Context: an optimization exercise on an open-source flow, tuned for small area. The choices shown serve that exercise and are no tape-out recipe.
At most, simulation tests tie the RTL to the original design; equivalence was not proved.
For runs 8 and 9, only the layout was checked, not whether the RTL still works.
The flow treats the clock pin as an ideal source, which a real chip does not have.
Power and IR drop assume default switching activity.

File: design/flow/design.v
module ahb_slave(hreadyin, htrans, haddr, valid, tempselx);
  input        hreadyin;
  input  [1:0] htrans;
  input  [31:0] haddr;
  output       valid;
  output [2:0] tempselx;
  wire inwin = (haddr[31:28] == 4'b1000) & ~(haddr[27] & haddr[26]);
  assign valid = hreadyin & htrans[1] & inwin;
  assign tempselx[0] = (haddr[31:28] == 4'b1000) & (haddr[27:26] == 2'b00);
  assign tempselx[1] = (haddr[31:28] == 4'b1000) & (haddr[27:26] == 2'b01);
  assign tempselx[2] = (haddr[31:28] == 4'b1000) & (haddr[27:26] == 2'b10);
endmodule
module apb_controller(hclk, hresetn, hwrite, haddr, hwdata, valid, tempselx,
                      pwrite, penable, psel, paddr, pwdata, hr_readyout);
  input        hclk, hresetn, hwrite, valid;
  input  [31:0] haddr, hwdata;
  input  [2:0] tempselx;
  output reg   pwrite, penable, hr_readyout;
  output reg [2:0]  psel;
  output reg [31:0] paddr, pwdata;
  localparam ST_IDLE     = 3'd0,
             ST_READ     = 3'd1,
             ST_WWAIT    = 3'd2,
             ST_WRITE    = 3'd3,
             ST_WENABLE  = 3'd4,
             ST_WRITEP   = 3'd5,
             ST_WENABLEP = 3'd7;
  reg [2:0]  st, nst;
  reg [31:0] a1, a2;
  reg        w1, w2, b1, z, zz;
  wire s_idle  = (st == ST_IDLE);
  wire s_read  = (st == ST_READ);
  wire s_wwait = (st == ST_WWAIT);
  wire s_write = (st == ST_WRITE);
  wire s_wen   = (st == ST_WENABLE);
  wire s_wp    = (st == ST_WRITEP);
  wire s_wenp  = (st == ST_WENABLEP);
  wire rd = valid & ~hwrite;
  wire wr = valid &  hwrite;
  always @(*) begin
    case (st)
      ST_IDLE, ST_WENABLE: nst = wr ? ST_WWAIT : (rd ? ST_READ : ST_IDLE);
      ST_READ:     nst = ST_IDLE;
      ST_WWAIT:    nst = valid ? ST_WRITEP : ST_WRITE;
      ST_WRITE:    nst = valid ? ST_WENABLEP : ST_WENABLE;
      ST_WRITEP:   nst = ST_WENABLEP;
      ST_WENABLEP: nst = ~w2 ? ST_READ :
                         (valid & w1) ? ST_WRITEP :
                         ~valid ? ST_WRITE : ST_IDLE;
      default:     nst = ST_IDLE;
    endcase
  end
  wire big   = hwrite & b1;
  wire holdA2 = (s_wwait & valid & big) |
                (s_wenp & (~w2 | (valid ? big : ~w1)));
  wire sel2ok = ~zz;
  wire selA  = s_idle;
  wire sel1  = (s_read & ~w1) | s_wwait | s_wen;
  wire sel2  = ((s_read & w1) | s_write | s_wp | s_wenp) & sel2ok;
  wire ldD = ~(s_write | s_wp | (s_wenp & valid & ~w1));
  always @(posedge hclk) begin
    z  <= ~hresetn;
    a1 <= haddr;
    if (!holdA2) begin
      a2 <= a1;
      zz <= z;
    end
    w1 <= hwrite;
    w2 <= w1;
    b1 <= |hwdata[31:8];
    paddr  <= ({32{selA}} & haddr) | ({32{sel1}} & a1) | ({32{sel2}} & a2);
    if (ldD) pwdata <= hwdata;
    pwrite <= s_wwait | s_write | s_wp | (s_wen & w1) | (s_wenp & w2);
  end
  always @(posedge hclk) begin
    if (!hresetn) begin
      st          <= ST_IDLE;
      psel        <= 3'b000;
      penable     <= 1'b0;
      hr_readyout <= 1'b1;
    end else begin
      st          <= nst;
      psel        <= ((s_idle & rd) | (s_wen & wr) | ~(s_idle | s_wen)) ? tempselx : 3'b000;
      penable     <= s_read | s_write | s_wp;
      hr_readyout <= s_read | s_write |
                     (s_idle & ~rd) |
                     ((s_wwait | s_wen) & ~valid) |
                     (s_wp & w1) |
                     (s_wenp & ~valid & w2);
    end
  end
endmodule
module bridge_top(hclk,hresetn,hwrite,haddr,hwdata,hreadyin,htrans,prdata,pwrite,penable,psel,paddr,pwdata,hrdata,hr_readyout,hresp);
input hclk,hresetn,hwrite,hreadyin;
input [1:0]htrans;
input [31:0]haddr,hwdata,prdata;
output pwrite,penable,hr_readyout;
output [1:0]hresp;
output [2:0]psel;
output [31:0]paddr,pwdata,hrdata;
wire [2:0] tempselx;
wire valid;
ahb_slave ahb_sl(.hreadyin(hreadyin), .htrans(htrans), .haddr(haddr),
                 .valid(valid), .tempselx(tempselx));
apb_controller apb_c(.hclk(hclk), .hresetn(hresetn), .hwrite(hwrite),
                     .haddr(haddr), .hwdata(hwdata), .valid(valid),
                     .tempselx(tempselx), .pwrite(pwrite), .penable(penable),
                     .psel(psel), .paddr(paddr), .pwdata(pwdata),
                     .hr_readyout(hr_readyout));
assign hrdata = prdata;
assign hresp  = 2'b00;
endmodule
File: design/flow/flow/run.sh
#!/bin/bash
# Own layout flow: the standard layout (standard.sh, standard synthesis),
# with two changes:
#  - the port buffers are the smallest buffer cell (buf_1) rather than the one
#    buffer_ports picks itself;
#  - the clock tree is built by flow/clock_tree.tcl (run as ORFS's PRE_CTS_TCL
#    hook): the register clock pins are grouped by position, one leaf buffer
#    per group, all leaves driven by one root buffer; TritonCTS skips it.
# make's full output goes to flow_make.log here; ORFS keeps each tool's log
# under orfs/logs/.
set -euo pipefail
bash standard.sh BUFFER_PORTS_ARGS="-buffer_cell sky130_fd_sc_hd__buf_1" \
  PRE_CTS_TCL="$PWD/flow/clock_tree.tcl" OWN_CTS_LEAF=sky130_fd_sc_hd__clkbuf_8 \
  OWN_CTS_ROOT=sky130_fd_sc_hd__clkbuf_4 OWN_CTS_MAX_SINKS=18 finish > flow_make.log 2>&1
File: design/flow/flow/clock_tree.tcl
# Hand-built clock tree, run before ORFS's CTS step (PRE_CTS_TCL).
# The register clock pins are split into groups by position (k-means); each
# group gets one leaf clock buffer at its centre, and the leaves are driven by
# one root buffer (the clock port itself then feeds a single cell). The nets
# made here are then skipped by clock_tree_synthesis.
set leaf_cell   $::env(OWN_CTS_LEAF)
set root_cell   $::env(OWN_CTS_ROOT)
set max_sinks   $::env(OWN_CTS_MAX_SINKS)

set block [ord::get_db_block]
set clk_net [$block findNet hclk]
set sinks {}
foreach it [$clk_net getITerms] {
  if {[$it isInputSignal]} { lappend sinks $it }
}
set n [llength $sinks]
set k [expr {int(ceil(double($n) / $max_sinks))}]
puts "own clock tree: $n sinks, $k leaf buffers of $leaf_cell"

# positions
set px {}; set py {}
foreach it $sinks {
  set inst [$it getInst]
  set bb [$inst getBBox]
  lappend px [expr {([$bb xMin] + [$bb xMax]) / 2.0}]
  lappend py [expr {([$bb yMin] + [$bb yMax]) / 2.0}]
}
# k-means, seeded by sorting along x then y (deterministic), capacity-limited
set order [lsort -real -indices $px]
set cx {}; set cy {}
for {set c 0} {$c < $k} {incr c} {
  set i [lindex $order [expr {int(($c + 0.5) * $n / $k)}]]
  lappend cx [lindex $px $i]; lappend cy [lindex $py $i]
}
set cap [expr {int(ceil(double($n) / $k))}]
for {set iter 0} {$iter < 30} {incr iter} {
  # assign: greedy by distance with capacity
  set pairs {}
  for {set i 0} {$i < $n} {incr i} {
    for {set c 0} {$c < $k} {incr c} {
      set d [expr {abs([lindex $px $i] - [lindex $cx $c]) + abs([lindex $py $i] - [lindex $cy $c])}]
      lappend pairs [list $d $i $c]
    }
  }
  set pairs [lsort -real -index 0 $pairs]
  set assign [lrepeat $n -1]
  set count [lrepeat $k 0]
  foreach p $pairs {
    lassign $p d i c
    if {[lindex $assign $i] >= 0} continue
    if {[lindex $count $c] >= $cap} continue
    lset assign $i $c
    lset count $c [expr {[lindex $count $c] + 1}]
  }
  set sx [lrepeat $k 0.0]; set sy [lrepeat $k 0.0]
  for {set i 0} {$i < $n} {incr i} {
    set c [lindex $assign $i]
    lset sx $c [expr {[lindex $sx $c] + [lindex $px $i]}]
    lset sy $c [expr {[lindex $sy $c] + [lindex $py $i]}]
  }
  for {set c 0} {$c < $k} {incr c} {
    set m [lindex $count $c]
    if {$m > 0} {
      lset cx $c [expr {[lindex $sx $c] / $m}]
      lset cy $c [expr {[lindex $sy $c] / $m}]
    }
  }
}
set dbu [$block getDbUnitsPerMicron]
set new_nets {}
set leaf_pins {}
for {set c 0} {$c < $k} {incr c} {
  set pins {}
  for {set i 0} {$i < $n} {incr i} {
    if {[lindex $assign $i] == $c} {
      set it [lindex $sinks $i]
      lappend pins [get_pins "[[$it getInst] getName]/[[$it getMTerm] getName]"]
    }
  }
  set x [expr {[lindex $cx $c] / $dbu}]
  set y [expr {[lindex $cy $c] / $dbu}]
  set buf [insert_buffer -buffer_cell $leaf_cell -net hclk -load_pins $pins \
             -location [list $x $y] -buffer_name "ownclk_leaf_$c" -net_name "ownclk_n_$c"]
  set bname [get_full_name $buf]
  puts "  leaf $c: [llength $pins] sinks at ($x, $y): $bname"
  set bi [$block findInst $bname]
  lappend new_nets [[[$bi findITerm X] getNet] getName]
  lappend leaf_pins [get_pins "$bname/A"]
}
if {$root_cell != "none"} {
  # root next to the centre of the leaves
  set x 0.0; set y 0.0
  foreach a $cx { set x [expr {$x + $a}] }
  foreach a $cy { set y [expr {$y + $a}] }
  set x [expr {$x / $k / $dbu}]; set y [expr {$y / $k / $dbu}]
  set buf [insert_buffer -buffer_cell $root_cell -net hclk -load_pins $leaf_pins \
    -location [list $x $y] -buffer_name "ownclk_root" -net_name "ownclk_r"]
  set bi [$block findInst [get_full_name $buf]]
  lappend new_nets [[[$bi findITerm X] getNet] getName]
}
foreach nn [concat hclk $new_nets] {
  [$block findNet $nn] setSigType CLOCK
}
set_cts_config -skip_nets [concat hclk $new_nets]
set_propagated_clock [all_clocks]
File: design/flow/standard.sh
#!/bin/bash
# synth_recipe.tcl (not shown) runs the flow's synth.tcl, then flattens the netlist and writes it again
# the make line also repeats each setting of config.mk as NAME=value (left out here)
make -C /OpenROAD-flow-scripts/flow DESIGN_CONFIG=/design/flow/config.mk WORK_HOME=/design/flow/orfs CLKGATE_MAP_FILE= SYNTH_SCRIPT=/design/flow/synth_recipe.tcl "${@:-finish}"
File: design/flow/config.mk
export PLATFORM = sky130hd
export DESIGN_NAME = bridge_top
export DESIGN_NICKNAME = bridge_top
export VERILOG_FILES = /design/flow/design.v
export SDC_FILE = /design/flow/constraint.sdc
export NUM_CORES = 4
export LEC_CHECK = 0
export CAP_MARGIN = 0
export CORE_MARGIN = 2
export CORE_UTILIZATION = 65
export SLEW_MARGIN = 0
File: design/flow/constraint.sdc
create_clock -name core_clock -period 4.0 [get_ports {hclk}]
set_input_delay 0.8000 -clock core_clock [delete_from_list [all_inputs] [get_ports {hclk}]]
set_output_delay 0.8000 -clock core_clock [all_outputs]
set_load 0.01 [all_outputs]
==> flow_summary.yaml, run 1 <==
clock_network:
  post_cts_buffers: 0
  hold_buffers: 0
  clk_pin_slew_ps: 110
  clock_latency_ps: 490
  cts_resized: 0
yosys:
  synth_cell_types: 40
  netlist_area_sq_um: 4680
  seq_area_frac_synth: 0.746
  synth_warnings: 1
  ys_ff_latch: 142
  syn_avg_cell_area_sq_um: 14.7
  syn_inst: 319
route:
  dr.pass1.iters: 6
  drc: 0
  drtIter0Drc: 237
  vias_per_cell: 5.52
  drtAntennaViolNets: 0
  wire_per_inst_um: 17.0
  wl_um: 8840
  vias: 2872
sta:
  fmax_mhz: 421
  finalSetupTns_ps: 0
  grt_setup_unrepaired: "false"
  tightestPinTransition_ps: 765
  relSlewSlack: 0.489
  skew_ps: 11.2
  finalCritPeriodShare: 0.594
  post-route-min-period_ps: 2380
  finalSetupViolCount: 0
  hold_viol: 0
  hold_ws_ps: 422
  slew_viol_final: 0
cells_and_area:
  mostFrequentLayoutCells: "buf_1, dfxtp_1, edfxtp_1"
  syn2layout_area_growth_pct: 10.5
  drive_gt1_frac: 0.0448
  stdcell_count: 520
  fill_cells: 478
  antenna_cells: 0
  fin_nets: 528
  layout_commonest_cell: "buf_1"
  final_core_util: 0.753
global_route:
  grtUsageTotal: 0.213
  grt_max_degree: 34
  antenna_found_initial: 0
  grt_pass1_vias: 2693
  grt_pass1_wl_um: 13100
  grt.overflow.total: 0
floorplanning:
  dieArea_sq_um: 7900
  io_pins: 206
  initial_core_util: 0.682
  row_count: 30
  die_y_um: 88.9
  core-area_sq_um: 6870
  die_x_um: 88.9
setup_path:
  critPathKind: "in2reg"
  cp.arrival_ps: 2510
  start_kind: "input pin"
  endpoint_kind: "flip-flop"
  required_ps: 4130
  critPathMaxFanout: 33
power_and_ir_drop:
  p_leak_nw: 2.04
  max-vdd-ir-drop_mv: 0.345
  power.density_nw_per_um2: 449
place:
  io_buffers: 138
  gp_congestion: 0.858
  post-dp-hpwl_um: 6120
  dp.cells: 511
status:
  status: "finished clean"
min_path:
  worst_hold_path_type: "reg2reg"
run:
  drv_cap: 0
## sequential cells by signal, summed over array words and instances (netlist names)
name,count
apb_c.a1,32
apb_c.a2,32
apb_c.pwrite,1
apb_c.psel,3
apb_c.b1,1
apb_c.penable,1
apb_c.st,3
apb_c.z,1
apb_c.paddr,32
apb_c.w2,1
apb_c.hr_readyout,1
apb_c.w1,1
apb_c.zz,1
apb_c.pwdata,32
## routing by layer
metal	vias to the layer above	routed length (um)	GRT usage
met5	-	0	0
met4	0	283	0.0647
met3	38	682	0.0252
met2	143	4570	0.379
met1	1328	3300	0.277
li1	1363	-	-
## through the flow
step	instance area (sq um)	power, W	worst slack (ps)
after floorplan	4690	0.00174	236
after global placement	5060	0.00177	1140
after detailed placement	5060	0.00178	1140
after CTS	5170	0.00233	1660
after global routing	5170	0.00240	1530
final	5170	0.00232	1620
## logic make-up after synthesis
family | count (synthesis) | synth area share
AND/OR/NAND/NOR | 35 | 0.0486
AO/OA/AOI/OAI | 56 | 0.101
multiplexers | 1 | 0.00214
other | 1 | 0.000801
XOR/XNOR | 1 | 0.00187
flip-flops | 142 | 0.746
buffers and inverters | 83 | 0.0994
## area by class of cell, clock buffers not listed
type | instances | area, sq um | share of cell area
multi-input cells | 95 | 757 | 0.146
inverters | 35 | 131 | 0.0254
well taps | 96 | 120 | 0.0232
repair buffers | 143 | 556 | 0.107
flip-flops and latches | 142 | 3490 | 0.675
## critical path: stages
cell,delay (ps)
buf_1,110
nor4b_2,430
and3_1,320
o21ai_0,170
a41oi_4,230
buf_4,430
## power by group
group / internal, W / switching, W / total (W) / leakage [nW]
logic: 0.0000496 / 0.0000753 / 0.000125 / 0.640
registers: 0.00159 / 0.0000270 / 0.00162 / 1.33
clock network: 0.000190 / 0.000391 / 0.000581 / 0.0621
## path summary, 6_finish.rpt
path	cells past startpoint	slack (ps)	from	end
worst max register to register	4	1830	apb_c.st[0]	apb_c.a2[12]
worst max-delay path	6	1620	haddr[30]	apb_c.a2[12]
worst min register to register	0	420	apb_c.z	apb_c.zz
worst min-delay path	0	420	apb_c.z	apb_c.zz
## synthesized netlist by cell type
| cell type | instances | area [sq um] |
|---|---|---|
| conb_1 | 1 | 3.75 |
| mux2i_1 | 1 | 10.0 |
| clkbuf_1 | 8 | 30.0 |
| a21oi_1 | 8 | 40.0 |
| buf_4 | 34 | 255 |
| o211a_1 | 1 | 10.0 |
| a22oi_1 | 1 | 7.51 |
| and4_1 | 1 | 8.76 |
| nor4_2 | 1 | 12.5 |
| a41oi_1 | 1 | 8.76 |
| nor4b_2 | 1 | 15.0 |
| nand4_1 | 1 | 6.26 |
| nor3_1 | 4 | 20.0 |
| o21bai_1 | 1 | 7.51 |
| nor4_1 | 6 | 37.5 |
| and2_0 | 1 | 6.26 |
| o22ai_1 | 1 | 6.26 |
| and3_1 | 2 | 12.5 |
| nor2b_1 | 1 | 6.26 |
| buf_2 | 3 | 15.0 |
| edfxtp_1 | 65 | 1950 |
| nor2_1 | 1 | 3.75 |
| a31oi_1 | 1 | 6.26 |
| a222oi_1 | 32 | 320 |
| nor3b_2 | 1 | 12.5 |
| o2111ai_1 | 1 | 8.76 |
| xnor2_1 | 1 | 8.76 |
| a311o_1 | 1 | 10.0 |
| nand2_1 | 4 | 15.0 |
| nor4b_1 | 1 | 8.76 |
| dfxtp_1 | 77 | 1540 |
| o21ai_0 | 6 | 30.0 |
| nand3b_1 | 1 | 7.51 |
| nand3_1 | 5 | 25.0 |
| a211o_1 | 1 | 8.76 |
| buf_6 | 3 | 33.8 |
| o31a_1 | 1 | 8.76 |
| nor3b_1 | 3 | 22.5 |
| and2b_1 | 1 | 7.51 |
| inv_1 | 35 | 131 |
==> run 2: changes to the inputs <==
==> design/flow/flow/run.sh (replaced) <==
#!/bin/bash
# Own layout flow. Steps, each tool's full output in a log file here:
#  1. the standard synthesis (standard.sh synth)            -> flow_synth.log
#  2. area re-mapping of the combinational cells of that netlist
#     with Yosys/ABC (flow/remap_abc.script); the registers, their
#     names and cell types are kept as instances, untouched        -> flow_remap.log
#  3. the rest of the standard layout (standard.sh finish), with
#     - port buffers of the smallest buffer cell (buf_1),
#     - the clock tree built by flow/clock_tree.tcl (ORFS's
#       PRE_CTS_TCL hook): register clock pins grouped by position,
#       one leaf buffer per group; TritonCTS skips it              -> flow_make.log
set -euo pipefail
W=$PWD
RES=$W/orfs/results/$FLOW_PLATFORM/bridge_top/base
LIB=$FLOW_HOME/platforms/$FLOW_PLATFORM/lib/sky130_fd_sc_hd__tt_025C_1v80.lib
YOSYS=$FLOW_HOME/../tools/install/yosys/bin/yosys
[[ -x $YOSYS ]] || YOSYS=yosys
CTS_LEAF=${OWN_CTS_LEAF:-sky130_fd_sc_hd__clkbuf_16}
CTS_ROOT=${OWN_CTS_ROOT:-none}
CTS_MAX=${OWN_CTS_MAX_SINKS:-36}

bash standard.sh synth > flow_synth.log 2>&1

cp $RES/1_2_yosys.v $W/standard_1_2_yosys.v
DONT=""
for c in sky130_fd_sc_hd__probe_p_8 sky130_fd_sc_hd__probec_p_8 \
         $(grep -o 'cell *( *"\?sky130_fd_sc_hd__lpflow_[a-z0-9_]*' $LIB | grep -o 'sky130_fd_sc_hd__lpflow_[a-z0-9_]*' | sort -u); do
  DONT="$DONT -dont_use $c"
done
cat > $W/remap.ys <<YS
read_liberty -ignore_miss_func $LIB
setattr -mod -set keep_hierarchy 1 sky130_fd_sc_hd__dfxtp_1 sky130_fd_sc_hd__edfxtp_1 sky130_fd_sc_hd__conb_1
read_verilog $W/standard_1_2_yosys.v
hierarchy -top $FLOW_TOP
flatten
opt -purge $FLOW_TOP
abc -liberty $LIB -script $W/flow/remap_abc.script $DONT $FLOW_TOP
opt_clean -purge $FLOW_TOP
cd $FLOW_TOP
rename -hide w:* i:* %d o:* %d
insbuf -buf sky130_fd_sc_hd__buf_4 A X
opt_clean -purge
cd
select $FLOW_TOP
write_verilog -selected -noattr -nohex -nodec $W/remapped_1_2_yosys.v
YS
$YOSYS -l flow_remap.log -q $W/remap.ys
cp $W/remapped_1_2_yosys.v $RES/1_2_yosys.v

bash standard.sh BUFFER_PORTS_ARGS="-buffer_cell sky130_fd_sc_hd__buf_1" \
  PRE_CTS_TCL="$W/flow/clock_tree.tcl" OWN_CTS_LEAF=$CTS_LEAF \
  OWN_CTS_ROOT=$CTS_ROOT OWN_CTS_MAX_SINKS=$CTS_MAX finish > flow_make.log 2>&1
--- a/design/flow/flow/clock_tree.tcl
+++ b/design/flow/flow/clock_tree.tcl
@@ -89,3 +89,3 @@
 }
-if {$root_cell != "none"} {
+if {![string match *none $root_cell]} {
   # root next to the centre of the leaves
==> design/flow/flow/remap_abc.script (new file) <==
&get -n
&st
&syn2
&dch
&nf -a
&st
&dch
&nf -a
&put
==> run 2 against run 1 <==
Compared with the run above: core utilization grew 0.27 points; die area decreased by 1.4%; synthesized area decreased by 1.4%; worst setup slack got worse by 480 ps; clock power down 8.6%; routed wire length grew 2.9%; sequential share of layout area grew 0.13 points; final cell count up 5.0%; synthesized cell count increased by 5.3%; sequential cell count did not move; global-route usage increased by 1.2 points; critical path type unchanged; critical endpoint is now apb_c.a2[18].
==> flow_summary.yaml, run 2 <==
sta:
  hold_viol: 0
  finalSetupViolCount: 0
  slew_viol_final: 0
  relSlewSlack: 0.375
  fmax_mhz: 350
  grt_setup_unrepaired: "false"
  finalCritPeriodShare: 0.714
  skew_ps: 9.04
  tightestPinTransition_ps: 937
  setup_ws_ps: 1140
  finalSetupTns_ps: 0
  post-route-min-period_ps: 2860
cells_and_area:
  fin_nets: 554
  fill_cells: 466
  syn2layout_area_growth_pct: 11.9
  layout_commonest_cell: "buf_1"
  antenna_cells: 0
  multi_input_area_sq_um: 885
  mostFrequentLayoutCells: "buf_1, dfxtp_1, nand2_1"
  stdcell_count: 546
  seqCellArea_sq_um: 3490
  drive_gt1_frac: 0.0267
route:
  dr.pass1.iters: 4
  wl_um: 9090
  wire_per_inst_um: 16.7
  vias_per_cell: 5.42
  drtAntennaViolNets: 0
  vias: 2961
  drtIter0Drc: 154
  drc: 0
power_and_ir_drop:
  p_leak_nw: 1.91
  pwr-share-comb: 0.056
  p_sw_frac: 0.197
  switchingPower_w: 0.000450
  max-vdd-ir-drop_mv: 0.278
  intPower_w: 0.00183
  seq_power_share: 0.711
  clkPwrFrac: 0.233
  power.density_nw_per_um2: 441
clock_network:
  post_cts_buffers: 0
  clk_pin_slew_ps: 120
  cts_resized: 0
  hold_buffers: 0
  clock_latency_ps: 180
floorplanning:
  row_count: 30
  die_x_um: 88.3
  die_y_um: 88.3
  dieArea_sq_um: 7790
  initial_core_util: 0.675
  core-area_sq_um: 6830
  io_pins: 206
global_route:
  grt_pass1_wl_um: 13800
  grtUsageTotal: 0.226
  grt_pass1_vias: 2763
  grt.overflow.total: 0
  antenna_found_initial: 0
  grt_max_degree: 37
run:
  drv_cap: 0
min_path:
  worst_hold_path_type: "reg2reg"
  min_path_cells: 0
setup_path:
  required_ps: 3840
  cp.arrival_ps: 2700
  r2r_cells: 5
  start_kind: "input pin"
  path_buf_inv: 2
  path_cells: "buf_1 > nor4b_1 > and3_1 > o21ai_0 > a41oi_4 > buf_4"
  critPathMaxFanout: 33
  endpoint_kind: "flip-flop"
  critPathTopFamily: "simple AND/OR/NAND/NOR gates"
  critPathKind: "in2reg"
  slowest_stage: "nor4b_1"
  slowest_delay_ps: 580
  worst-path-stages: 6
place:
  dp.cells: 542
  io_buffers: 138
  post-place-ws_ps: 904
  gp_congestion: 0.925
  post-dp-hpwl_um: 6370
yosys:
  syn_inst: 336
  netlist_area_sq_um: 4610
  synth_warnings: 1
  syn_avg_cell_area_sq_um: 13.7
status:
  status: "finished clean"
==> run 2: power groups by stage <==
stage                     Clock (W)  Sequential [W]  Combinational, W
after floorplan                   0         0.00167         0.0000674
after global placement            0         0.00165          0.000123
after detailed placement          0         0.00165          0.000127
after CTS                  0.000534         0.00162          0.000129
after global routing       0.000577         0.00163          0.000142
final                      0.000531         0.00162          0.000127
==> run 2: layout make-up, clock buffers not listed <==
class                   instances  share of cell area
inverters                       3             0.00218
repair buffers                143               0.108
multi-input cells             158               0.171
flip-flops and latches        142               0.676
well taps                      96              0.0233
==> run 2: per-layer routing <==
layer,global-route usage,wire length [um]
met4,0.0551,259
met1,0.293,3590
met3,0.0252,545
met2,0.409,4700
met5,0,0
==> run 2: through the flow <==
step | hold WS (ps) | instance area [sq um] | util | total power (W)
after floorplan | 386 | 4620 | - | 0.00173
after global placement | 389 | 5060 | 0.741 | 0.00177
after detailed placement | 415 | 5060 | 0.741 | 0.00178
after CTS | 445 | 5160 | 0.756 | 0.00228
after global routing | 452 | 5160 | 0.756 | 0.00235
final | 440 | 5160 | 0.756 | 0.00228
==> run 2: path summary, 6_finish.rpt <==
kind | end | start | slack [ps]
setup reg to reg | apb_c.paddr[25] | apb_c.st[2] | 1710
hold reg to reg | apb_c.zz | apb_c.z | 440
hold / removal | apb_c.zz | apb_c.z | 440
setup / recovery | apb_c.a2[18] | haddr[30] | 1140
==> run 3: changes to the inputs <==
--- a/design/flow/flow/run.sh
+++ b/design/flow/flow/run.sh
@@ -43,2 +43,3 @@
 cd
+select -assert-none $FLOW_TOP/t:\$*
 select $FLOW_TOP
==> design/flow/flow/remap_abc.script (replaced) <==
strash
dc2
dch -f
amap
strash
dch -f
amap
==> run 3 against run 2 <==
Compared with the run above: clock power shrank 3%; largest cell class unchanged; register-to-register slack is essentially flat; routed wire length grew 0.55%; largest power group unchanged; critical path type unchanged; still clean on timing, DRC and antenna.
==> flow_summary.yaml, run 3 <==
status:
  status: "finished clean"
place:
  gp_congestion: 0.984
  io_buffers: 138
  post-dp-hpwl_um: 6610
setup_path:
  reg2reg_from: "apb_c.st[0]"
  r2r-end: "apb_c.paddr[17]"
  start_kind: "input pin"
  cp.arrival_ps: 2610
  endpoint_kind: "flip-flop"
  critPathMaxFanout: 33
  required_ps: 3840
  worst-path-stages: 9
  slowest_stage: "buf_4"
  slowest_delay_ps: 400
  critPathKind: "in2reg"
  path_cells: "buf_1 > nor3_1 > nand2_1 > nor2_1 > clkinv_1 > nor2_1 > nor3_1 > o21ai_4 > buf_4"
  reg2reg_slack_ps: 1700
  cp-endpoint: "apb_c.a2[5]"
  startpoint: "haddr[30]"
  critPathTopFamily: "simple AND/OR/NAND/NOR gates"
  path_buf_inv: 3
  r2r_cells: 7
clock_network:
  clk_pin_slew_ps: 120
  hold_buffers: 0
  clock_latency_ps: 180
  cts_resized: 0
  post_cts_buffers: 0
cells_and_area:
  multi_input_area_sq_um: 682
  layout_commonest_cell: "buf_1"
  mostFrequentLayoutCells: "buf_1, dfxtp_1, edfxtp_1"
  syn2layout_area_growth_pct: 11.9
  fill_cells: 467
  drive_gt1_frac: 0.0300
  seqCellArea_sq_um: 3490
  fin_nets: 537
  antenna_cells: 0
global_route:
  grtUsageTotal: 0.227
  antenna_found_initial: 0
  grt_max_degree: 37
  grt.overflow.total: 0
  grt_pass1_vias: 2636
  grt_pass1_wl_um: 13600
yosys:
  syn_inst: 319
  synth_warnings: 1
  syn_avg_cell_area_sq_um: 14.3
  netlist_area_sq_um: 4570
sta:
  slew_viol_final: 0
  skew_ps: 8.20
  hold_ws_ps: 415
  finalSetupViolCount: 0
  post-route-min-period_ps: 2770
  hold_viol: 0
  fmax_mhz: 361
  finalSetupTns_ps: 0
  finalCritPeriodShare: 0.692
  grt_setup_unrepaired: "false"
route:
  dr.pass1.iters: 5
  vias_per_cell: 5.55
  wire_per_inst_um: 17.3
  drc: 0
  wl_um: 9140
  vias: 2937
  drtAntennaViolNets: 0
  drtIter0Drc: 223
power_and_ir_drop:
  p_leak_nw: 1.88
  max-vdd-ir-drop_mv: 0.497
  power.density_nw_per_um2: 445
run:
  drv_cap: 0
floorplanning:
  initial_core_util: 0.673
  row_count: 30
  die_x_um: 87.9
  core-area_sq_um: 6790
  die_y_um: 87.9
  io_pins: 206
  dieArea_sq_um: 7720
min_path:
  worst_hold_path_type: "reg2reg"
==> run 3: cell types whose count changed in the layout (fill, tap and decap cells not counted), sizes merged, moves of 3 or more <==
cell and change:
a222oi +33, a22oi -32, a31oi -3, clkinv +41, nand2 -66, nand2b -3
nand3 -3, nor2 +22, nor3 +6, nor3b -3
==> run 3: layout make-up, clock buffers not listed <==
type | instances | area share
Timing Repair Buffer | 143 | 0.109
Tap cell | 96 | 0.0235
Sequential cell | 142 | 0.683
Multi-Input combinational cell | 100 | 0.133
Inverter | 44 | 0.0323
==> run 3: per-stage QoR <==
| step | utilization | cells | total power, W | setup WS (ps) | cell area (sq um) |
|---|---|---|---|---|---|
| 6_report | 0.753 | 529 | 0.00227 | 1230 | 5120 |
| 5_1_grt | 0.753 | 529 | 0.00234 | 1040 | 5120 |
| 4_1_cts | 0.753 | 529 | 0.00228 | 1250 | 5120 |
| 3_5_place_dp | 0.738 | 525 | 0.00179 | 1050 | 5020 |
| 3_3_place_gp | 0.738 | 525 | 0.00178 | 1100 | 5020 |
| 2_1_floorplan | - | 320 | 0.00174 | 409 | 4580 |
==> run 3: worst min path at each step <==
stage	from	slack (ps)	cells after the start	end
2_1_floorplan	apb_c.w1	360	0	apb_c.w2
3_3_place_gp	apb_c.w1	380	0	apb_c.w2
3_5_place_dp	apb_c.w1	380	0	apb_c.w2
4_1_cts	apb_c.w1	410	0	apb_c.w2
5_1_grt	apb_c.w1	430	0	apb_c.w2
6_report	apb_c.w1	410	0	apb_c.w2
==> run 3: metal layers <==
layer | GRT usage | routed length [um] | vias up
li1 | - | - | 1366
met1 | 0.306 | 3580 | 1437
met2 | 0.395 | 4690 | 111
met3 | 0.0368 | 671 | 23
met4 | 0.0434 | 206 | 0
met5 | 0 | 0 | -
==> run 3: worst register-to-register path: stages (launching register included) <==
cell and delay (ps):
dfxtp_1 610, clkinv_1 280, nor2_1 280, a21oi_1 110, o21a_1 140, buf_4 240, a222oi_1 420, clkinv_1 110
==> run 3: where the power goes <==
part / internal, W / switching (W) / total, W
Sequential: 0.00159 / 0.0000280 / 0.00162
Combinational: 0.0000513 / 0.0000860 / 0.000137
Clock: 0.000188 / 0.000329 / 0.000516
==> run 4: changes to the inputs <==
==> design/flow/design.v (replaced) <==
module ahb_slave(hreadyin, htrans, haddr, valid);
  input        hreadyin;
  input  [1:0] htrans;
  input  [31:0] haddr;
  output       valid;
  wire inwin = (haddr[31:28] == 4'b1000) & ~(haddr[27] & haddr[26]);
  assign valid = hreadyin & htrans[1] & inwin;
endmodule
module ahb_decode(addr, sel);
  input  [31:0] addr;
  output [2:0]  sel;
  assign sel[0] = (addr[31:28] == 4'b1000) & (addr[27:26] == 2'b00);
  assign sel[1] = (addr[31:28] == 4'b1000) & (addr[27:26] == 2'b01);
  assign sel[2] = (addr[31:28] == 4'b1000) & (addr[27:26] == 2'b10);
endmodule
module apb_controller(hclk, hresetn, hwrite, haddr, hwdata, valid,
                      pwrite, penable, psel, paddr, pwdata, hr_readyout);
  input        hclk, hresetn, hwrite, valid;
  input  [31:0] haddr, hwdata;
  output       pwrite, penable;
  output reg   hr_readyout;
  output [2:0] psel;
  output reg [31:0] paddr, pwdata;
  localparam ST_IDLE     = 3'b000,
             ST_READ     = 3'b001,
             ST_WWAIT    = 3'b010,
             ST_WRITE    = 3'b011,
             ST_RENABLE  = 3'b100,
             ST_WENABLE  = 3'b101,
             ST_WRITEP   = 3'b110,
             ST_WENABLEP = 3'b111;
  reg [2:0]  st, nst;
  reg [31:0] a1, a2;
  reg        w1, w2, b1, z, zz, psel_en;
  wire s_idle  = (st == ST_IDLE);
  wire s_read  = (st == ST_READ);
  wire s_ren   = (st == ST_RENABLE);
  wire s_wwait = (st == ST_WWAIT);
  wire s_write = (st == ST_WRITE);
  wire s_wen   = (st == ST_WENABLE);
  wire s_wp    = (st == ST_WRITEP);
  wire s_wenp  = (st == ST_WENABLEP);
  wire s_idl   = s_idle | s_ren;      
  wire rd = valid & ~hwrite;
  wire wr = valid &  hwrite;
  always @(*) begin
    case (st)
      ST_IDLE, ST_RENABLE, ST_WENABLE:
                   nst = wr ? ST_WWAIT : (rd ? ST_READ : ST_IDLE);
      ST_READ:     nst = ST_RENABLE;
      ST_WWAIT:    nst = valid ? ST_WRITEP : ST_WRITE;
      ST_WRITE:    nst = valid ? ST_WENABLEP : ST_WENABLE;
      ST_WRITEP:   nst = ST_WENABLEP;
      default:     nst = ~w2 ? ST_READ :
                         (valid & w1) ? ST_WRITEP :
                         ~valid ? ST_WRITE : ST_IDLE;
    endcase
  end
  wire big    = hwrite & b1;
  wire holdA2 = (s_wwait & valid & big) |
                (s_wenp & (~w2 | (valid ? big : ~w1)));
  wire selA  = s_idl;
  wire sel1  = (s_read & ~w1) | s_wwait | s_wen;
  wire sel2  = ((s_read & w1) | s_write | s_wp | s_wenp) & ~zz;
  wire ldD = ~(s_write | s_wp | (s_wenp & valid & ~w1));
  always @(posedge hclk) begin
    z  <= ~hresetn;
    a1 <= haddr;
    if (!holdA2) begin
      a2 <= a1;
      zz <= z;
    end
    w1 <= hwrite;
    w2 <= w1;
    b1 <= |hwdata[31:8];
    paddr  <= ({32{selA}} & haddr) | ({32{sel1}} & a1) | ({32{sel2}} & a2);
    if (ldD) pwdata <= hwdata;
  end
  always @(posedge hclk) begin
    if (!hresetn) begin
      st          <= ST_IDLE;
      psel_en     <= 1'b0;
      hr_readyout <= 1'b1;
    end else begin
      st          <= nst;
      psel_en     <= (s_idl & rd) | (s_wen & wr) | ~(s_idl | s_wen);
      hr_readyout <= s_read | s_write |
                     (s_idl & ~rd) |
                     ((s_wwait | s_wen) & ~valid) |
                     (s_wp & w1) |
                     (s_wenp & ~valid & w2);
    end
  end
  wire [2:0] sel1dec;
  ahb_decode dec1(.addr(a1), .sel(sel1dec));
  assign psel    = psel_en ? sel1dec : 3'b000;
  assign penable = s_ren | s_wen | s_wenp;
  assign pwrite  = ~(s_read | s_ren) & (~s_wwait | w2);
endmodule
module bridge_top(hclk,hresetn,hwrite,haddr,hwdata,hreadyin,htrans,prdata,pwrite,penable,psel,paddr,pwdata,hrdata,hr_readyout,hresp);
input hclk,hresetn,hwrite,hreadyin;
input [1:0]htrans;
input [31:0]haddr,hwdata,prdata;
output pwrite,penable,hr_readyout;
output [1:0]hresp;
output [2:0]psel;
output [31:0]paddr,pwdata,hrdata;
wire valid;
ahb_slave ahb_sl(.hreadyin(hreadyin), .htrans(htrans), .haddr(haddr), .valid(valid));
apb_controller apb_c(.hclk(hclk), .hresetn(hresetn), .hwrite(hwrite),
                     .haddr(haddr), .hwdata(hwdata), .valid(valid),
                     .pwrite(pwrite), .penable(penable),
                     .psel(psel), .paddr(paddr), .pwdata(pwdata),
                     .hr_readyout(hr_readyout));
assign hrdata = prdata;
assign hresp  = 2'b00;
endmodule
--- a/design/flow/flow/run.sh
+++ b/design/flow/flow/run.sh
@@ -43,3 +43,2 @@
 cd
-select -assert-none $FLOW_TOP/t:\$*
 select $FLOW_TOP
==> design/flow/flow/remap_abc.script (replaced) <==
&get -n
&st
&syn2
&dch
&nf -a
&st
&dch
&nf -a
&put
==> run 4 against run 3 <==
Compared with the run above: power is 3.4% lower; clock power hardly changed; synthesized area is 1.3% lower; worst setup slack worse by 170 ps; first-iteration DRC count is 20% lower; clock skew is 6.5 ps higher; register-to-register slack hardly changed; via count is 1.2% lower; combinational power is 19% lower; critical path type unchanged.
==> flow_summary.yaml, run 4 <==
floorplanning:
  row_count: 30
  initial_core_util: 0.668
  core-area_sq_um: 6760
  die_y_um: 87.3
  die_x_um: 87.3
  dieArea_sq_um: 7630
  io_pins: 206
route:
  vias_per_cell: 5.57
  drt-met1-wl_um: 3370
  wire_per_inst_um: 17.1
  wl_um: 8900
  drc: 0
  drtAntennaViolNets: 0
  routed-wl-met2_um: 4500
  drtIter0Drc: 178
  dr.pass1.iters: 4
  top_layer_used: "met4"
  routed-wl-met3_um: 713
  vias: 2902
cells_and_area:
  mostFrequentLayoutCells: "buf_1, dfxtp_1, nand2_1, edfxtp_1, a22oi_1"
  syn2layout_area_growth_pct: 11.5
  fin_nets: 545
  drive_gt1_frac: 0.0272
  layout_commonest_cell: "buf_1"
  antenna_cells: 0
  fill_cells: 479
status:
  status: "finished clean"
place:
  gp_congestion: 0.882
  post-dp-hpwl_um: 6310
  io_buffers: 138
yosys:
  syn_avg_cell_area_sq_um: 13.8
  netlist_area_sq_um: 4510
  synth_warnings: 1
  syn_inst: 328
setup_path:
  cp.arrival_ps: 2770
  start_kind: "input pin"
  critPathMaxFanout: 33
  r2r-end: "apb_c.paddr[29]"
  critPathKind: "in2reg"
  reg2reg_slack_ps: 1710
  required_ps: 3830
  reg2reg_from: "apb_c.st[1]"
  r2r_cells: 4
  endpoint_kind: "flip-flop"
min_path:
  worst_hold_path_type: "reg2reg"
  min_path_cells: 0
  holdPathEnd: "apb_c.zz"
  min_from: "apb_c.z"
sta:
  hold_viol: 0
  relSlewSlack: 0.257
  fmax_mhz: 340
  finalCritPeriodShare: 0.736
  post-route-min-period_ps: 2940
  skew_ps: 14.7
  finalSetupViolCount: 0
  slew_viol_final: 0
  hold_ws_ps: 433
  grt_setup_unrepaired: "false"
  finalSetupTns_ps: 0
  tightestPinTransition_ps: 1110
power_and_ir_drop:
  power.density_nw_per_um2: 437
  p_leak_nw: 1.87
  max-vdd-ir-drop_mv: 0.264
global_route:
  grt_max_degree: 36
  grtUsageTotal: 0.224
  antenna_found_initial: 0
  grt_pass1_vias: 2641
  grt_pass1_wl_um: 13400
  grt.overflow.total: 0
run:
  drv_cap: 0
clock_network:
  hold_buffers: 0
  cts_resized: 0
  clk_pin_slew_ps: 120
  post_cts_buffers: 0
  clock_latency_ps: 180
## run 4: metal layers
layer,GRT usage,up-vias
li1,-,1380
met1,0.290,1349
met2,0.390,135
met3,0.0303,38
met4,0.0769,0
met5,0,-
## run 4: power by group
| part | total (W) | internal (W) | leakage, nW | switching [W] |
|---|---|---|---|---|
| Combinational | 0.000111 | 0.0000415 | 0.514 | 0.0000692 |
| Clock | 0.000513 | 0.000187 | 0.0493 | 0.000326 |
| Sequential | 0.00157 | 0.00155 | 1.30 | 0.0000261 |
| Total | 0.00220 | 0.00178 | 1.87 | 0.000421 |
## run 4: worst max path at each step
stage / startpoint / cells past startpoint / endpoint / slack, ps
2_1_floorplan: haddr[30] / 4 / apb_c.a2[0] / 170
3_3_place_gp: haddr[30] / 6 / apb_c.a2[14] / 930
3_5_place_dp: haddr[30] / 6 / apb_c.a2[14] / 880
4_1_cts: haddr[30] / 6 / apb_c.a2[14] / 1060
5_1_grt: haddr[30] / 6 / apb_c.a2[18] / 930
6_report: haddr[30] / 6 / apb_c.a2[14] / 1060
## run 4: through the flow
step	instances	total power [W]	util	cell area (sq um)	setup slack (ps)
floorplan	329	0.00168	-	4520	167
global placement	517	0.00171	0.730	4930	932
detailed placement	517	0.00172	0.730	4930	876
CTS	521	0.00221	0.745	5030	1060
global route	521	0.00226	0.745	5030	930
finish	521	0.00220	0.745	5030	1060
## run 4: final cells by class, clock buffers not listed
| class | instances | area (sq um) | share of cell area |
|---|---|---|---|
| inverters | 8 | 30.0 | 0.00597 |
| multi-input cells | 149 | 841 | 0.167 |
| repair buffers | 142 | 548 | 0.109 |
| flip-flops and latches | 138 | 3410 | 0.678 |
| well taps | 80 | 100 | 0.0199 |
## run 4: worst max-delay path, cell delays in order
cell,delay (ps)
buf_1,110
or4b_1,590
nor3_1,480
a21oi_1,200
o21ai_4,170
buf_4,410
==> run 5: changes to the inputs <==
--- a/design/flow/flow/run.sh
+++ b/design/flow/flow/run.sh
@@ -43,2 +43,3 @@
 cd
+select -assert-none $FLOW_TOP/t:\$*
 select $FLOW_TOP
==> design/flow/flow/remap_abc.script (replaced) <==
strash
dc2
dch -f
amap
strash
dc2
dch -f
amap
strash
dch -f
amap
==> run 5 against run 4 <==
Compared with the run above: still clean; clock power shrank 1%; sequential power is essentially flat; critical path depth grew 3; routed wire length shrank 3.0%; maximum frequency grew 10%; first-iteration DRC count grew 16%.
==> flow_summary.yaml, run 5 <==
route:
  routed-wl-met2_um: 4440
  drt-met1-wl_um: 3300
  dr.pass1.iters: 8
  drc: 0
  vias_per_cell: 5.65
  routed-wl-met3_um: 620
  drtIter0Drc: 207
  top_layer_used: "met4"
  vias: 2814
  wl_um: 8630
  wire_per_inst_um: 17.3
  drtAntennaViolNets: 0
yosys:
  syn_avg_cell_area_sq_um: 14.6
  synth_warnings: 1
  netlist_area_sq_um: 4450
  syn_inst: 304
cells_and_area:
  mostFrequentLayoutCells: "buf_1, dfxtp_1, edfxtp_1"
  syn2layout_area_growth_pct: 11.8
  fin_nets: 522
  antenna_cells: 0
  fill_cells: 485
  layout_commonest_cell: "buf_1"
  drive_gt1_frac: 0.0335
floorplanning:
  row_count: 30
  die_y_um: 86.7
  core-area_sq_um: 6720
  initial_core_util: 0.662
  dieArea_sq_um: 7520
  die_x_um: 86.7
  io_pins: 206
place:
  gp_congestion: 0.839
  io_buffers: 138
  post-place-ws_ps: 1150
  post-dp-hpwl_um: 6170
setup_path:
  start_kind: "input pin"
  endpoint_kind: "flip-flop"
  critPathKind: "in2reg"
  critPathMaxFanout: 33
  required_ps: 3900
  cp.arrival_ps: 2570
sta:
  slew_viol_final: 0
  fmax_mhz: 374
  setup_ws_ps: 1320
  hold_viol: 0
  skew_ps: 7.86
  grt_setup_unrepaired: "false"
  finalSetupViolCount: 0
  tightestPinTransition_ps: 537
  finalSetupTns_ps: 0
  post-route-min-period_ps: 2680
  relSlewSlack: 0.642
  finalCritPeriodShare: 0.669
  hold_ws_ps: 420
clock_network:
  post_cts_buffers: 0
  clock_latency_ps: 180
  hold_buffers: 0
  cts_resized: 0
  clk_pin_slew_ps: 110
power_and_ir_drop:
  max-vdd-ir-drop_mv: 0.309
  p_leak_nw: 1.83
  power.density_nw_per_um2: 442
  total_power_w: 0.00220
global_route:
  grt_pass1_wl_um: 12800
  grtUsageTotal: 0.216
  grt.overflow.total: 0
  antenna_found_initial: 0
  grt_max_degree: 36
  grt_pass1_vias: 2557
min_path:
  worst_hold_path_type: "reg2reg"
status:
  status: "finished clean"
run:
  drv_cap: 0
## run 5: worst max-delay path, stage by stage
cell	delay (ps)
buf_1	100
nor3_1	190
nand2_1	80
a21oi_1	140
nand3_1	260
nand2b_1	270
nor3b_1	370
o21ai_4	60
buf_4	280
## run 5: metrics by stage
stage	utilization	instances	instance area (sq um)
2_1_floorplan	-	305	4450
3_3_place_gp	0.726	494	4880
3_5_place_dp	0.726	494	4880
4_1_cts	0.741	498	4980
5_1_grt	0.741	498	4980
6_report	0.741	498	4980
## run 5: report_power, final
group / switching (W) / internal, W
sequential: 0.0000276 / 0.00155
clock: 0.000321 / 0.000187
combinational: 0.0000713 / 0.0000443
## run 5: path summary, 6_finish.rpt
check | start | end | slack [ps] | cells past startpoint
setup reg to reg | apb_c.st[0] | apb_c.paddr[18] | 1750 | 6
hold reg to reg | apb_c.z | apb_c.zz | 420 | 0
setup / recovery | haddr[28] | apb_c.a2[15] | 1320 | 9
hold / removal | apb_c.z | apb_c.zz | 420 | 0
## run 5: cell type report, clock buffers not listed
| type | instances | area, sq um | share of cell area |
|---|---|---|---|
| Sequential cell | 138 | 3410 | 0.686 |
| Multi-Input combinational cell | 94 | 662 | 0.133 |
| Timing Repair Buffer | 143 | 556 | 0.112 |
| Inverter | 39 | 146 | 0.0294 |
| Tap cell | 80 | 100 | 0.0201 |
## run 5: routing by layer
| metal | up-vias | global-route usage |
|---|---|---|
| li1 | 1320 | - |
| met3 | 25 | 0.0295 |
| met5 | - | 0 |
| met4 | 0 | 0.0611 |
| met1 | 1335 | 0.287 |
| met2 | 134 | 0.376 |
==> run 6: changes to the inputs <==
==> design/flow/flow/remap_abc.script (replaced) <==
strash
dc2
dch -f
amap
strash
dch -f
amap
==> run 6 against run 5 <==
Compared with the run above: register-to-register slack improved by 80 ps; final cell count rose by 0.20%; synthesized area rose by 0.11%; core utilization rose by 0.074 points; largest cell class unchanged; maximum frequency fell by 1.0%; via count rose by 0.78%; final area rose by 0.10%; clock power rose by 1%; critical path type unchanged; critical path depth fell by 2; largest power group unchanged; sequential cell count did not move.
==> flow_summary.yaml, run 6 <==
sta:
  finalCritPeriodShare: 0.676
  finalSetupTns_ps: 0
  post-route-min-period_ps: 2700
  tightestPinTransition_ps: 622
  relSlewSlack: 0.585
  skew_ps: 13.4
  slew_viol_final: 0
  finalSetupViolCount: 0
  fmax_mhz: 370
  hold_viol: 0
  grt_setup_unrepaired: "false"
setup_path:
  slowest_delay_ps: 360
  path_cells: "buf_1 > nor4b_1 > o2111ai_1 > nand2b_1 > nor3b_1 > o21ai_4 > buf_4"
  required_ps: 3890
  path_buf_inv: 2
  critPathTopFamily: "simple AND/OR/NAND/NOR gates"
  critPathMaxFanout: 33
  slowest_stage: "o2111ai_1"
  start_kind: "input pin"
  endpoint_kind: "flip-flop"
  critPathKind: "in2reg"
  reg2reg_slack_ps: 1830
  cp.arrival_ps: 2600
place:
  post-dp-hpwl_um: 6260
  gp_congestion: 0.869
  dp.cells: 495
  io_buffers: 138
floorplanning:
  die_x_um: 86.8
  dieArea_sq_um: 7530
  initial_core_util: 0.663
  row_count: 30
  die_y_um: 86.8
  core-area_sq_um: 6720
  io_pins: 206
clock_network:
  post_cts_buffers: 0
  clock_latency_ps: 180
  clk_pin_slew_ps: 110
  cts_resized: 0
  hold_buffers: 0
global_route:
  grtUsageTotal: 0.223
  grt.overflow.total: 0
  grt_pass1_wl_um: 13300
  antenna_found_initial: 0
  grt_max_degree: 36
  grt_pass1_vias: 2706
power_and_ir_drop:
  pwr-share-comb: 0.052
  p_leak_nw: 1.82
  seq_power_share: 0.715
  p_sw_frac: 0.192
  clkPwrFrac: 0.233
  max-vdd-ir-drop_mv: 0.322
  power.density_nw_per_um2: 442
  intPower_w: 0.00178
  switchingPower_w: 0.000423
yosys:
  netlist_area_sq_um: 4460
  syn_avg_cell_area_sq_um: 14.6
  synth_warnings: 1
  syn_inst: 305
route:
  wl_um: 8650
  drc: 0
  drtIter0Drc: 222
  vias: 2836
  dr.pass1.iters: 6
  drtAntennaViolNets: 0
  wire_per_inst_um: 17.3
  vias_per_cell: 5.68
cells_and_area:
  fill_cells: 469
  drive_gt1_frac: 0.0334
  fin_nets: 523
  multi_input_area_sq_um: 663
  stdcell_count: 499
  seqCellArea_sq_um: 3410
  layout_commonest_cell: "buf_1"
  mostFrequentLayoutCells: "buf_1, dfxtp_1, edfxtp_1"
  syn2layout_area_growth_pct: 11.8
  antenna_cells: 0
status:
  status: "finished clean"
min_path:
  worst_hold_path_type: "reg2reg"
run:
  drv_cap: 0
run 6: power groups by stage:
stage          Combinational [W]  Sequential [W]  Clock, W
6_report                0.000114         0.00158  0.000513
2_1_floorplan          0.0000619         0.00162         0
3_3_place_gp            0.000112         0.00161         0
4_1_cts                 0.000116         0.00158  0.000519
3_5_place_dp            0.000115         0.00161         0
5_1_grt                 0.000128         0.00158  0.000564
run 6: per-layer routing:
metal | vias up | wire [um] | global-route usage
met5 | - | 0 | 0
met4 | 0 | 361 | 0.0753
met3 | 33 | 693 | 0.0343
met2 | 160 | 4350 | 0.385
met1 | 1326 | 3250 | 0.289
li1 | 1317 | - | -
run 6: worst paths after layout:
kind,start,to,depth (start not counted)
max,haddr[28],apb_c.a2[7],7
min,apb_c.z,apb_c.zz,0
max reg2reg,apb_c.st[0],apb_c.a2[7],6
min reg2reg,apb_c.z,apb_c.zz,0
run 6: area by class of cell, clock buffers not listed:
class,count,share of cell area
inverter,40,0.0301
multi-input combinational,94,0.133
sequential,138,0.685
tap,80,0.0201
timing repair buffer,143,0.112
run 6: per-stage QoR:
stage                     instance area, sq um  total power (W)  hold WS (ps)  worst slack [ps]  utilization
final                                     4980          0.00220           417              1300        0.742
after CTS                                 4980          0.00221           419              1300        0.742
after floorplan                           4460          0.00168           372               528            -
after global routing                      4980          0.00228           425              1150        0.742
after global placement                    4880          0.00172           388              1150        0.727
after detailed placement                  4880          0.00172           390              1130        0.727
==> run 7: changes to the inputs <==
--- a/design/flow/config.mk
+++ b/design/flow/config.mk
@@ -9,3 +9,4 @@
 export CORE_MARGIN = 2
-export CORE_UTILIZATION = 65
+export CORE_UTILIZATION = 80
+export PLACE_DENSITY = 0.85
 export SLEW_MARGIN = 0
==> run 7 against run 6 <==
Compared with the run above: still clean on timing, DRC and antenna; first-iteration DRC count is 59% higher; maximum frequency fell by 2.6%; worst setup slack worse by 73 ps; synthesized area is the same; sequential cell count is the same; core utilization grew 17 points; hold slack improved by 9.3 ps; critical path depth is the same; clock power rose by 1%; clock skew is essentially flat; highest routed layer unchanged.
==> flow_summary.yaml, run 7 <==
sta:
  finalSetupViolCount: 0
  tightestPinTransition_ps: 677
  setup_ws_ps: 1220
  finalSetupTns_ps: 0
  finalCritPeriodShare: 0.694
  fmax_mhz: 360
  relSlewSlack: 0.548
  grt_setup_unrepaired: "false"
  hold_viol: 0
  hold_ws_ps: 426
  slew_viol_final: 0
  post-route-min-period_ps: 2780
  skew_ps: 13.4
cells_and_area:
  syn2layout_area_growth_pct: 11.6
  mostFrequentLayoutCells: "buf_1, dfxtp_1, edfxtp_1"
  seqCellArea_sq_um: 3410
  fin_nets: 523
  fill_cells: 206
  antenna_cells: 0
  multi_input_area_sq_um: 663
  stdcell_count: 491
  drive_gt1_frac: 0.0334
  layout_commonest_cell: "buf_1"
route:
  vias_per_cell: 6.23
  drc: 0
  drt-met1-wl_um: 3330
  wire_per_inst_um: 21.8
  drtIter0Drc: 352
  routed-wl-met3_um: 1080
  top_layer_used: "met4"
  routed-wl-met2_um: 5840
  drtAntennaViolNets: 0
  vias: 3061
  wl_um: 10700
  dr.pass1.iters: 8
global_route:
  grt.overflow.total: 0
  grt_pass1_wl_um: 16000
  grt_max_degree: 36
  antenna_found_initial: 0
  grtUsageTotal: 0.344
  grt_pass1_vias: 3020
setup_path:
  slowest_delay_ps: 400
  startpoint: "haddr[28]"
  start_kind: "input pin"
  r2r_cells: 7
  endpoint_kind: "flip-flop"
  r2r-end: "apb_c.paddr[25]"
  required_ps: 3890
  cp.arrival_ps: 2670
  reg2reg_from: "apb_c.st[1]"
  path_cells: "buf_1 > nor4b_1 > o2111ai_1 > nand2b_1 > nor3b_1 > o21ai_4 > buf_4"
  critPathKind: "in2reg"
  critPathMaxFanout: 33
  slowest_stage: "o2111ai_1"
  reg2reg_slack_ps: 1660
  cp-endpoint: "apb_c.a2[25]"
place:
  dp.cells: 487
  post-dp-hpwl_um: 7370
  gp_congestion: 0.855
  io_buffers: 138
  post-place-ws_ps: 1140
floorplanning:
  row_count: 27
  dieArea_sq_um: 6180
  die_y_um: 78.6
  die_x_um: 78.6
  core-area_sq_um: 5440
  io_pins: 206
  initial_core_util: 0.819
yosys:
  netlist_area_sq_um: 4460
  syn_avg_cell_area_sq_um: 14.6
  syn_inst: 305
  synth_warnings: 1
power_and_ir_drop:
  p_leak_nw: 1.82
  power.density_nw_per_um2: 447
  max-vdd-ir-drop_mv: 0.419
clock_network:
  hold_buffers: 0
  post_cts_buffers: 0
  clock_latency_ps: 180
  clk_pin_slew_ps: 120
  cts_resized: 0
status:
  status: "finished clean"
min_path:
  worst_hold_path_type: "reg2reg"
run:
  drv_cap: 0
==> run 7: routing by layer <==
metal | GRT usage | up-vias
li1 | - | 1324
met1 | 0.372 | 1459
met2 | 0.644 | 224
met3 | 0.0920 | 54
met4 | 0.121 | 0
met5 | 0 | -
==> run 7: power by group <==
part	switching [W]	internal, W
clock	0.000331	0.000188
combinational	0.0000783	0.0000440
sequential	0.0000318	0.00155
==> run 7: critical path, delay by kind of cell <==
family                 cells  cell delay [ps]
AND/OR/NAND/NOR            3             1010
buffers and inverters      2              370
AO/OA/AOI/OAI              2              460
==> run 7: how the worst min path moves through the flow <==
stage,to,startpoint,cells past startpoint
3_5_place_dp,apb_c.w2,apb_c.w1,0
3_3_place_gp,apb_c.zz,apb_c.z,0
5_1_grt,apb_c.w2,apb_c.w1,0
2_1_floorplan,apb_c.w2,apb_c.w1,0
6_report,apb_c.w2,apb_c.w1,0
4_1_cts,apb_c.w2,apb_c.w1,0
==> run 7: area by class of cell, clock buffers not listed <==
type,instances,share of cell area
inverters,40,0.0302
multi-input cells,94,0.133
flip-flops and latches,138,0.686
well taps,72,0.0181
repair buffers,143,0.112
==> run 7: through the flow <==
stage / area [sq um] / power, W / util
3_3_place_gp: 4870 / 0.00171 / 0.896
4_1_cts: 4970 / 0.00221 / 0.914
6_report: 4970 / 0.00222 / 0.914
5_1_grt: 4970 / 0.00227 / 0.914
3_5_place_dp: 4870 / 0.00173 / 0.896
2_1_floorplan: 4460 / 0.00168 / -
==> run 8: changes to the inputs <==
--- a/design/flow/design.v
+++ b/design/flow/design.v
@@ -24,9 +24,9 @@
   localparam ST_IDLE     = 3'b000,
-             ST_READ     = 3'b001,
-             ST_WWAIT    = 3'b010,
-             ST_WRITE    = 3'b011,
+             ST_READ     = 3'b011,
+             ST_WWAIT    = 3'b101,
+             ST_WRITE    = 3'b110,
              ST_RENABLE  = 3'b100,
-             ST_WENABLE  = 3'b101,
-             ST_WRITEP   = 3'b110,
-             ST_WENABLEP = 3'b111;
+             ST_WENABLE  = 3'b111,
+             ST_WRITEP   = 3'b010,
+             ST_WENABLEP = 3'b001;
   reg [2:0]  st, nst;
--- a/design/flow/config.mk
+++ b/design/flow/config.mk
@@ -9,4 +9,3 @@
 export CORE_MARGIN = 2
-export CORE_UTILIZATION = 80
-export PLACE_DENSITY = 0.85
+export CORE_UTILIZATION = 65
 export SLEW_MARGIN = 0
==> run 8 against run 7 <==
Compared with the run above: still clean; global-route usage decreased by 12 points; clock skew is 5.6 ps lower; die area rose by 24%; maximum frequency rose by 5.2%; largest cell class unchanged.
==> flow_summary.yaml, run 8 <==
power_and_ir_drop:
  max-vdd-ir-drop_mv: 0.299
  power.density_nw_per_um2: 442
  p_leak_nw: 1.84
  total_power_w: 0.00223
sta:
  grt_setup_unrepaired: "false"
  slew_viol_final: 0
  setup_ws_ps: 1360
  fmax_mhz: 379
  finalCritPeriodShare: 0.660
  skew_ps: 7.80
  post-route-min-period_ps: 2640
  finalSetupViolCount: 0
  hold_viol: 0
  finalSetupTns_ps: 0
global_route:
  antenna_found_initial: 0
  grt_max_degree: 36
  gr-max-usage-layer: "met2"
  grtUsageTotal: 0.219
  grt_pass1_vias: 2736
  use_met3: 0.0256
  grt.overflow.total: 0
  use_met1: 0.260
  met2_usage: 0.405
  grt_pass1_wl_um: 13100
cells_and_area:
  fin_area_sq_um: 5050
  drive_gt1_frac: 0.0289
  antenna_cells: 0
  stdcell_count: 530
  layout_commonest_cell: "buf_1"
  syn2layout_area_growth_pct: 11.4
  fill_cells: 480
  fin_nets: 554
  mostFrequentLayoutCells: "buf_1, dfxtp_1, edfxtp_1"
clock_network:
  hold_buffers: 0
  cts_resized: 0
  post_cts_buffers: 0
  clk_pin_slew_ps: 120
  clock_latency_ps: 180
route:
  drtIter0Drc: 159
  drc: 0
  wl_um: 8690
  drtAntennaViolNets: 0
  dr.pass1.iters: 4
  vias_per_cell: 5.35
  wire_per_inst_um: 16.4
  vias: 2836
run:
  drv_cap: 0
setup_path:
  cp.arrival_ps: 1840
  start_kind: "flip-flop"
  critPathMaxFanout: 6
  critPathKind: "reg2out"
  r2r_cells: 9
  endpoint_kind: "output port"
  reg2reg_slack_ps: 1880
  r2r-end: "apb_c.paddr[31]"
  reg2reg_from: "apb_c.st[0]"
  required_ps: 3200
status:
  status: "finished clean"
place:
  io_buffers: 138
  post-dp-hpwl_um: 6280
  dp.cells: 526
  post_dp_cell_area_sq_um: 4950
  post-place-ws_ps: 1200
  gp_congestion: 0.809
floorplanning:
  core-area_sq_um: 6760
  dieArea_sq_um: 7660
  initial_core_util: 0.671
  row_count: 30
  die_y_um: 87.5
  die_x_um: 87.5
  io_pins: 206
yosys:
  syn_inst: 336
  netlist_area_sq_um: 4530
  synth_warnings: 1
  syn_avg_cell_area_sq_um: 13.5
min_path:
  min_from: "apb_c.w1"
  min_path_cells: 0
  holdPathEnd: "apb_c.w2"
  worst_hold_path_type: "reg2reg"
run 8: critical path: stages (launching register included):
cell and delay [ps]:
dfxtp_1 470, clkinv_1 160, nor2_1 250, clkinv_1 170, nor2_1 220, clkinv_1 130
o211ai_1 100, buf_1 170
run 8: final cells by class, clock buffers not listed:
type                       instances  area (sq um)  area share
inverter                          43           161      0.0320
multi-input combinational        122           717       0.142
sequential                       138          3410       0.676
timing repair buffer             143           556       0.110
tap                               80           100      0.0198
run 8: per-stage QoR:
stage / utilization / hold slack [ps]
after floorplan: - / 372
after global placement: 0.732 / 388
final: 0.747 / 427
after global routing: 0.747 / 437
after CTS: 0.747 / 419
after detailed placement: 0.732 / 402
run 8: where the power goes:
group          internal [W]  switching [W]
clock              0.000188       0.000330
sequential          0.00155      0.0000280
combinational     0.0000493      0.0000809
total               0.00179       0.000439
run 8: routing by layer:
| metal | vias to the layer above | wire, um |
|---|---|---|
| met3 | 32 | 489 |
| li1 | 1387 | - |
| met5 | - | 0 |
| met2 | 109 | 4560 |
| met1 | 1308 | 3290 |
| met4 | 0 | 351 |
run 8: how the worst max path moves through the flow:
stage                     depth (start not counted)   startpoint              to  slack (ps)
after floorplan                                   7  apb_c.st[0]  apb_c.paddr[0]        1050
after global placement                            7    haddr[27]    apb_c.a2[10]        1240
after detailed placement                          7    haddr[27]    apb_c.a2[21]        1200
after CTS                                         7    haddr[27]    apb_c.a2[13]        1400
after global routing                              7  apb_c.st[2]         penable        1190
final                                             7  apb_c.st[2]         penable        1360
==> run 9: changes to the inputs <==
--- a/design/flow/design.v
+++ b/design/flow/design.v
@@ -25,8 +25,8 @@
              ST_READ     = 3'b011,
-             ST_WWAIT    = 3'b101,
-             ST_WRITE    = 3'b110,
+             ST_WWAIT    = 3'b111,
+             ST_WRITE    = 3'b001,
              ST_RENABLE  = 3'b100,
-             ST_WENABLE  = 3'b111,
+             ST_WENABLE  = 3'b110,
              ST_WRITEP   = 3'b010,
-             ST_WENABLEP = 3'b001;
+             ST_WENABLEP = 3'b101;
   reg [2:0]  st, nst;
==> run 9 against run 8 <==
Compared with the run above: critical path depth unchanged; global-route usage fell by 1.4 points; combinational power is essentially flat; via count shrank 1.7%; first-iteration DRC count fell by 4.4%; final cell count shrank 0.57%; synthesized cell count fell by 0.30%; register-to-register slack worse by 350 ps.
==> flow_summary.yaml, run 9 <==
setup_path:
  critPathTopFamily: "compound AO/OA/AOI/OAI gates"
  required_ps: 3830
  critPathMaxFanout: 33
  path_buf_inv: 2
  cp.arrival_ps: 2580
  slowest_stage: "buf_4"
  critPathKind: "in2reg"
  path_cells: "buf_1 > a2111oi_0 > nand2_1 > nor2_1 > nor2_1 > a221oi_4 > buf_4"
  cpMostUsedCell: "nor2_1"
  endpoint_kind: "flip-flop"
  start_kind: "input pin"
  slowest_delay_ps: 440
route:
  drtIter0Drc: 152
  vias_per_cell: 5.29
  wl_um: 8330
  dr.pass1.iters: 4
  wire_per_inst_um: 15.8
  drc: 0
  vias: 2789
  drtAntennaViolNets: 0
place:
  io_buffers: 138
  post-dp-hpwl_um: 5930
  post_dp_cell_area_sq_um: 4940
  dp.cells: 523
  post-place-ws_ps: 1060
  gp_congestion: 0.937
sta:
  slew_viol_final: 0
  fmax_mhz: 364
  skew_ps: 13.3
  relSlewSlack: 0.357
  finalSetupTns_ps: 0
  tightestPinTransition_ps: 965
  post-route-min-period_ps: 2750
  finalSetupViolCount: 0
  finalCritPeriodShare: 0.687
  hold_viol: 0
  grt_setup_unrepaired: "false"
  setup_ws_ps: 1250
yosys:
  syn_inst: 335
  synth_warnings: 1
  netlist_area_sq_um: 4520
  syn_avg_cell_area_sq_um: 13.5
global_route:
  grt_pass1_vias: 2558
  grt_max_degree: 36
  grt.overflow.total: 0
  grtUsageTotal: 0.206
  grt_pass1_wl_um: 12400
  antenna_found_initial: 0
clock_network:
  clk_pin_slew_ps: 110
  hold_buffers: 0
  clock_latency_ps: 180
  post_cts_buffers: 0
  cts_resized: 0
cells_and_area:
  antenna_cells: 0
  fin_area_sq_um: 5040
  fill_cells: 492
  layout_commonest_cell: "buf_1"
  drive_gt1_frac: 0.0246
  stdcell_count: 527
  fin_nets: 551
  mostFrequentLayoutCells: "buf_1, dfxtp_1, edfxtp_1"
  syn2layout_area_growth_pct: 11.6
status:
  status: "finished clean"
run:
  drv_cap: 0
power_and_ir_drop:
  p_leak_nw: 1.82
  max-vdd-ir-drop_mv: 0.245
  total_power_w: 0.00222
  power.density_nw_per_um2: 441
floorplanning:
  die_x_um: 87.4
  io_pins: 206
  die_y_um: 87.4
  core-area_sq_um: 6760
  row_count: 30
  initial_core_util: 0.669
  dieArea_sq_um: 7630
min_path:
  worst_hold_path_type: "reg2reg"
## run 9: layout make-up, clock buffers not listed
cell class	count	area, sq um	area share
tap	80	100	0.0199
timing repair buffer	141	541	0.107
multi-input combinational	121	724	0.144
sequential	138	3410	0.677
inverter	43	161	0.0320
## run 9: metrics by stage
stage	util	hold WS (ps)
2_1_floorplan	-	351
3_3_place_gp	0.731	372
3_5_place_dp	0.731	380
4_1_cts	0.746	403
5_1_grt	0.746	414
6_report	0.746	401
## run 9: power by group
group          leakage [nW]  internal, W  total [W]  switching [W]
sequential             1.30      0.00156    0.00159      0.0000291
combinational         0.474    0.0000486   0.000130      0.0000810
clock                0.0493     0.000187   0.000508       0.000321
## run 9: per-layer routing
layer  track usage  vias to the layer above  routed length [um]
li1              -                     1371                   -
met1         0.262                     1262                3240
met2         0.358                      123                4160
met3        0.0322                       33                 559
met4        0.0727                        0                 370
met5             0                        -                   0
## run 9: worst paths after layout
check	from	endpoint	slack, ps	cells past startpoint
worst min register to register	apb_c.w1	apb_c.w2	400	0
worst max register to register	apb_c.st[0]	apb_c.paddr[30]	1530	7
worst min-delay path	apb_c.w1	apb_c.w2	400	0
worst max-delay path	haddr[27]	apb_c.a2[9]	1250	7

==> static timing again, ports no longer ideal <==
No port has a modelled driver above. Below, the same layouts with a new extraction and two added sets of constraints.
Step 1 sets driving cells, clkbuf_16 on the clock port and buf_2 on the other inputs (assumed; they add their load-dependent delay and slew).
Step 2 times the ports against the registers' clock, not the clock port: input delays grow and output delays shrink by t, the midpoint of the rising clock arrivals with the driver on.
Slacks: ideal / step 1 / step 2; pairs: ideal / step 1.
run | t (ns) | setup WS [ns] | latest minus earliest clock arrival (ns) | worst register clock-pin slew, ns | pins driven straight from the clock port
run 1 | 0.509 | 1.624 / 1.625 / 1.116 | 0.011 / 0.012 | 0.11 / 0.11 | 1
run 2 | 0.253 | 1.143 / 1.196 / 0.943 | 0.010 / 0.010 | 0.12 / 0.12 | 4
run 3 | 0.257 | 1.232 / 1.280 / 1.023 | 0.009 / 0.008 | 0.12 / 0.12 | 4
run 4 | 0.258 | 1.057 / 1.120 / 0.863 | 0.014 / 0.015 | 0.12 / 0.12 | 4
run 5 | 0.254 | 1.324 / 1.379 / 1.126 | 0.009 / 0.009 | 0.12 / 0.12 | 4
run 6 | 0.251 | 1.296 / 1.353 / 1.102 | 0.013 / 0.014 | 0.12 / 0.12 | 4
run 7 | 0.248 | 1.223 / 1.263 / 1.015 | 0.015 / 0.015 | 0.12 / 0.12 | 4
run 8 | 0.247 | 1.360 / 1.287 / 1.217 | 0.011 / 0.011 | 0.12 / 0.12 | 4
run 9 | 0.250 | 1.251 / 1.309 / 1.059 | 0.014 / 0.014 | 0.12 / 0.12 | 4
After both steps setup and hold are still met in every run listed. For run 1, which loses most, drivers alone change the setup slack by +0.001 ns; drivers and shift together by -0.508 ns.
